Context: an optimization exercise on an open-source flow, tuned for small area and a short achievable clock period. The choices shown serve that exercise and are no tape-out recipe.
In this exercise RTL edits were held to simulation tests only and were not proved equivalent to the original.
Power and IR drop assume default switching activity.

==> run G <==
## CPUTop
module CPUTop
(
	input clk,
	input rst_n,
	input single_step,
	input recover,
	output [9:0] imem_addr,
	input [31:0] imem_rdata,
	output [9:0] dmem_addr,
	output [31:0] dmem_wdata,
	output dmem_we,
	input [31:0] dmem_rdata
    );
reg [31:0] PC;
reg [31:0] Instr;
reg [31:0] if_id_NextPC;
reg [14:0] id_ex_Control;
reg [31:0] id_ex_NextPC;
reg [31:0] id_ex_RsData;
reg [31:0] id_ex_RtData;
reg [15:0] id_ex_Imm;
reg [4:0]  id_ex_RsAddr;
reg [4:0]  id_ex_RtAddr;
reg        selA_sh, selA_mem, selA_wb, selA_rs;
reg        selB_imm, selB_mem, selB_wb, selB_rt;
reg        fwdB_any;          
reg        ex_Sub;            
reg        ex_Bubble;         
reg        ex_BubbleOvf;      
reg [3:0]  ex_mem_Control;
reg        ex_mem_ByteLoad;
reg [31:0] ex_mem_AluOut;
reg [31:0] ex_mem_MemWriteData;
reg [4:0]  ex_mem_RegWriteAddr;
reg [31:0] mem_wb_Data;
reg EINT;
wire [16:0] ControlSignal;
wire Undefined;
Decoder decode(Instr, ControlSignal, Undefined);
wire id_Jump = ControlSignal[16];
wire id_JR = ControlSignal[15];
wire [4:0] id_RsAddr = Instr[25:21];
wire [4:0] id_RtAddr = Instr[20:16];
wire [31:0] SignImm;
SignExtend SE(Instr[15:0], SignImm);
wire [31:0] wb_data = mem_wb_Data;
wire [31:0] id_RsData;
wire [31:0] id_RtData;
  ...
export LEC_CHECK = 0
export CAP_MARGIN = 20
export CORE_MARGIN = 2
export CORE_UTILIZATION = 40
export CTS_CLUSTER_DIAMETER = 80
export CTS_CLUSTER_SIZE = 24
export SETUP_SLACK_MARGIN = 5
export SLEW_MARGIN = 20
create_clock -name core_clock -period 10.0 [get_ports {clk}]
run.sh (not shown) runs the stock make flow with config.mk's settings and CLKGATE_MAP_FILE= SYNTH_SCRIPT=/design/flow/synth_recipe.tcl, a recipe that flattens the netlist after the stock synthesis.
==> run M: changes against run G <==
==> flow/flow/run.sh (new file) <==
#!/bin/bash
set -euo pipefail
export SETUP_SLACK_MARGIN=6.5
bash standard.sh > standard.log 2>&1
==> flow/standard.sh (new file) <==
#!/bin/bash
# synth_recipe.tcl (not shown) runs the flow's synth.tcl, then flattens the netlist and writes it again
# the make line also repeats each setting of config.mk as NAME=value (left out here)
make -C /OpenROAD-flow-scripts/flow DESIGN_CONFIG=/design/flow/config.mk WORK_HOME=/design/flow/orfs CLKGATE_MAP_FILE= SYNTH_SCRIPT=/design/flow/synth_recipe.tcl "${@:-finish}"
Settings changed: CORE_UTILIZATION 40 to 50, SETUP_SLACK_MARGIN 5 to not set, TNS_END_PERCENT set to 0.
removed: flow/run.sh
==> run A: changes against run G <==
==> flow/flow/run.sh (new file) <==
#!/bin/bash
set -euo pipefail
export SETUP_SLACK_MARGIN=6.5
bash standard.sh > standard.log 2>&1
==> flow/standard.sh (new file) <==
#!/bin/bash
# synth_recipe.tcl (not shown) runs the flow's synth.tcl, then flattens the netlist and writes it again
# the make line also repeats each setting of config.mk as NAME=value (left out here)
make -C /OpenROAD-flow-scripts/flow DESIGN_CONFIG=/design/flow/config.mk WORK_HOME=/design/flow/orfs CLKGATE_MAP_FILE= SYNTH_SCRIPT=/design/flow/synth_recipe.tcl "${@:-finish}"
Settings changed: CORE_UTILIZATION 40 to 45, SETUP_SLACK_MARGIN 5 to not set, TNS_END_PERCENT set to 0.
removed: flow/run.sh
==> comparison <==
Between run M and run G, the lower critical path depth is in run G (gap 3).
Register-to-register slack: run G is lower than run A (0.27 ns).
Global-route usage: run G is lower than run M (11 points).
The highest clock skew belongs to run M, the lowest to run A.
In run M the via count is larger than in run A, by about 1.3%.
The highest die area belongs to run G, the lowest to run M.
The highest worst hold slack belongs to run G, the lowest to run A.
Run M finished clean. Run G finished clean. Run A finished clean.
In run A the clock-buffer cell count is higher than in run M, by 1.
Of run M and run G, run M has the higher final area (gap about 1.8%, measured against run G).
==> figures <==
| metric | run M | run A | run G |
|---|---|---|---|
| Fraction of power spent switching nets | 34.1% | 33.9% | 34.2% |
| Worst Hold Endpoint | ex_mem_ByteLoad | ex_mem_ByteLoad | id_ex_NextPC[23] |
| Total number of multi-input combinational cells | 3,466 | 3,472 | 3,469 |
| Final-layout clock buffer total | 103 | 104 | 106 |
| Net Sw Power | 5.19 mW | 5.08 mW | 5.04 mW |
| Share of cell area taken by flip-flops and latches | 52.9% | 53.4% | 53.8% |
| Final area over synthesized area | 1.133x | 1.121x | 1.113x |
| Worst Slack Setup Final | 5.25 ns | 5.24 ns | 4.97 ns |
| Global-route wire length before repair | 450,000 um | 444,000 um | 440,000 um |
| Die area | 135,000 sq um | 150,000 sq um | 168,000 sq um |
| Run status | complete, no violations | complete, no violations | complete, no violations |
| Clock buffers created by TritonCTS | 80 | 80 | 75 |
| Worst-case vdd ir drop | 0.142 mV | 0.149 mV | 0.175 mV |
| Fraction of the cycle the final worst path needs | 47.5% | 47.6% | 50.3% |
| Share of cell area taken by multi-input logic gates | 34.3% | 34.5% | 34.3% |
| Width of the die | 367 um | 387 um | 410 um |
| FP Rows | 133 | 140 | 148 |
| Combinational Power Share | 25.0% | 24.2% | 24.2% |
| Number of antenna violations at the first check in global routing | 32 | 26 | 31 |
| Starting DRC count in detailed routing | 12,100 | 11,300 | 12,400 |

========
==> inputs of 09-11 <==
CPUTop, a different RTL version from the one above (not shown whole).
clock: 10.0 ns
lec_check: 0
cap_margin: 20
core_margin: 2
core_utilization: 40
cts_cluster_diameter: 80
cts_cluster_size: 24
slew_margin: 20
tns_end_percent: 0
standard.sh (not shown) runs the stock make flow with config.mk's settings and CLKGATE_MAP_FILE= SYNTH_SCRIPT=/design/flow/synth_recipe.tcl, a recipe that flattens the netlist after the stock synthesis.
==> flow/flow/run.sh <==
#!/bin/bash
set -euo pipefail
export SETUP_SLACK_MARGIN=6.5
bash standard.sh > standard.log 2>&1
==> 09-25 (differences from 09-11) <==
--- a/flow/design.v
+++ b/flow/design.v
@@ -489,38 +489,46 @@
 wire n_sub   = !id_kill & (ControlSignal[6:4] == 3'd2);
 always @(posedge clk or negedge rst_n) begin
 	if (!rst_n) begin
 		id_ex_Control <= 15'b0;
 		ex_mem_Control <= 4'b0;
+		selA_sh <= 1'b0;
+		selA_mem <= 1'b0;
+		selA_wb <= 1'b0;
+		selA_rs <= 1'b0;
+		selB_imm <= 1'b0;
+		selB_mem <= 1'b0;
+		selB_wb <= 1'b0;
+		selB_rt <= 1'b0;
+		fwdB_any <= 1'b0;
+		ex_Sub <= 1'b0;
 		ex_Bubble <= 1'b0;
 		EINT <= 1'b1;
 		PC <= 32'b0;
 		Instr <= 32'b0;
 		if_id_NextPC <= 32'd4;
 	end else begin
 		ex_mem_Control <= interrupt ? 4'b0010 : ex_BranchTrue ? 4'b0000 : id_ex_Control[3:0];
 		id_ex_Control <= id_kill ? 15'b0 : ControlSignal[14:0];
+		selA_sh <= !interrupt & nA_sh;
+		selA_mem <= nA_mem;
+		selA_wb <= nA_wb;
+		selA_rs <= nA_rs;
+		selB_imm <= !interrupt & nB_imm;
+		selB_mem <= nB_mem;
+		selB_wb <= nB_wb;
+		selB_rt <= nB_rt;
+		fwdB_any <= nB_any;
+		ex_Sub <= n_sub;
 		ex_Bubble <= stall;
 		EINT <= id_JR | (EINT & !interrupt);
 		PC <= pc_next;
 		if_id_NextPC <= npc_next;
 		Instr <= ins_next;
 	end
 end
 always @(posedge clk) begin
-	selA_sh <= !interrupt & nA_sh;
-	selA_mem <= nA_mem;
-	selA_wb <= nA_wb;
-	selA_rs <= nA_rs;
-	selB_imm <= !interrupt & nB_imm;
-	selB_mem <= nB_mem;
-	selB_wb <= nB_wb;
-	selB_rt <= nB_rt;
-	fwdB_any <= nB_any;
-	ex_Sub <= n_sub;
-end
-always @(posedge clk) begin
 	id_ex_Imm <= Instr[15:0];
 	id_ex_RsData <= id_RsData;
 	id_ex_RtData <= id_RtData;
 	id_ex_RsAddr <= id_RsAddr;
 	id_ex_RtAddr <= id_RtAddr;
==> comparison table <==
Run status: 09-25 no timing/DRC/antenna violations; 09-11 no timing/DRC/antenna violations
Post-route minimum period: 09-25 4882 ps; 09-11 4792 ps
Hold Path Sink: 09-25 ex_mem_ByteLoad; 09-11 id_ex_NextPC[22]
Post-CTS Repair Setup Buffers: 09-25 47; 09-11 102
Well-Tap Cells: 09-25 2175; 09-11 2189
Share of flip-flops with an asynchronous set or reset: 09-25 11.10%; 09-11 10.39%
Num CTS Buffers: 09-25 73; 09-11 83
Global-route usage over all layers: 09-25 37.41%; 09-11 37.98%
Post-place setup slack: 09-25 3654 ps; 09-11 3297 ps
Share of cells above drive strength 1: 09-25 11.85%; 09-11 14.28%
Final cell utilization of the core: 09-25 45.19%; 09-11 45.54%
R2R Setup Slk: 09-25 5120 ps; 09-11 5210 ps
Instance area after placement: 09-25 0.06999 mm²; 09-11 0.06997 mm²
Met1 Track Usage GR: 09-25 45.08%; 09-11 47.19%
Crit path setup slack, layout: 09-25 5118 ps; 09-11 5208 ps
Routed Wire Length: 09-25 326200 µm; 09-11 331300 µm
Inserted Diodes: 09-25 24; 09-11 27
Core Footprint: 09-25 0.1631 mm²; 09-11 0.1644 mm²

## static timing again, ports no longer ideal
Ports are ideal in the flow. The routed layouts listed here were re-timed in OpenROAD.
Step 1 sets driving cells, clkbuf_16 on the clock port and buf_2 on the other inputs (assumed; they add their load-dependent delay and slew).
Step 2 also shifts input and output timing later by t, the mid clock arrival at the registers, as if the neighbouring blocks saw the same clock.
Three values: no drivers, after step 1, after step 2; two values: the first two.
run	shift t [ns]	setup slack, ns	latest minus earliest clock arrival (ns)	worst register clock-pin slew, ns
run G	0.833	4.971 / 4.971 / 4.971	0.078 / 0.078	0.11 / 0.11
run M	0.850	5.249 / 5.249 / 4.967	0.079 / 0.079	0.10 / 0.10
run A	0.830	5.243 / 5.243 / 5.150	0.057 / 0.057	0.10 / 0.10
09-11	0.823	5.208 / 5.208 / 4.789	0.084 / 0.084	0.11 / 0.11
09-25	0.799	5.118 / 5.118 / 5.087	0.080 / 0.080	0.11 / 0.11
After both steps every run listed still meets setup and hold. The setup slack of 09-11, which loses most, moves by 0.000 ns with the drivers and by -0.419 ns with both steps.
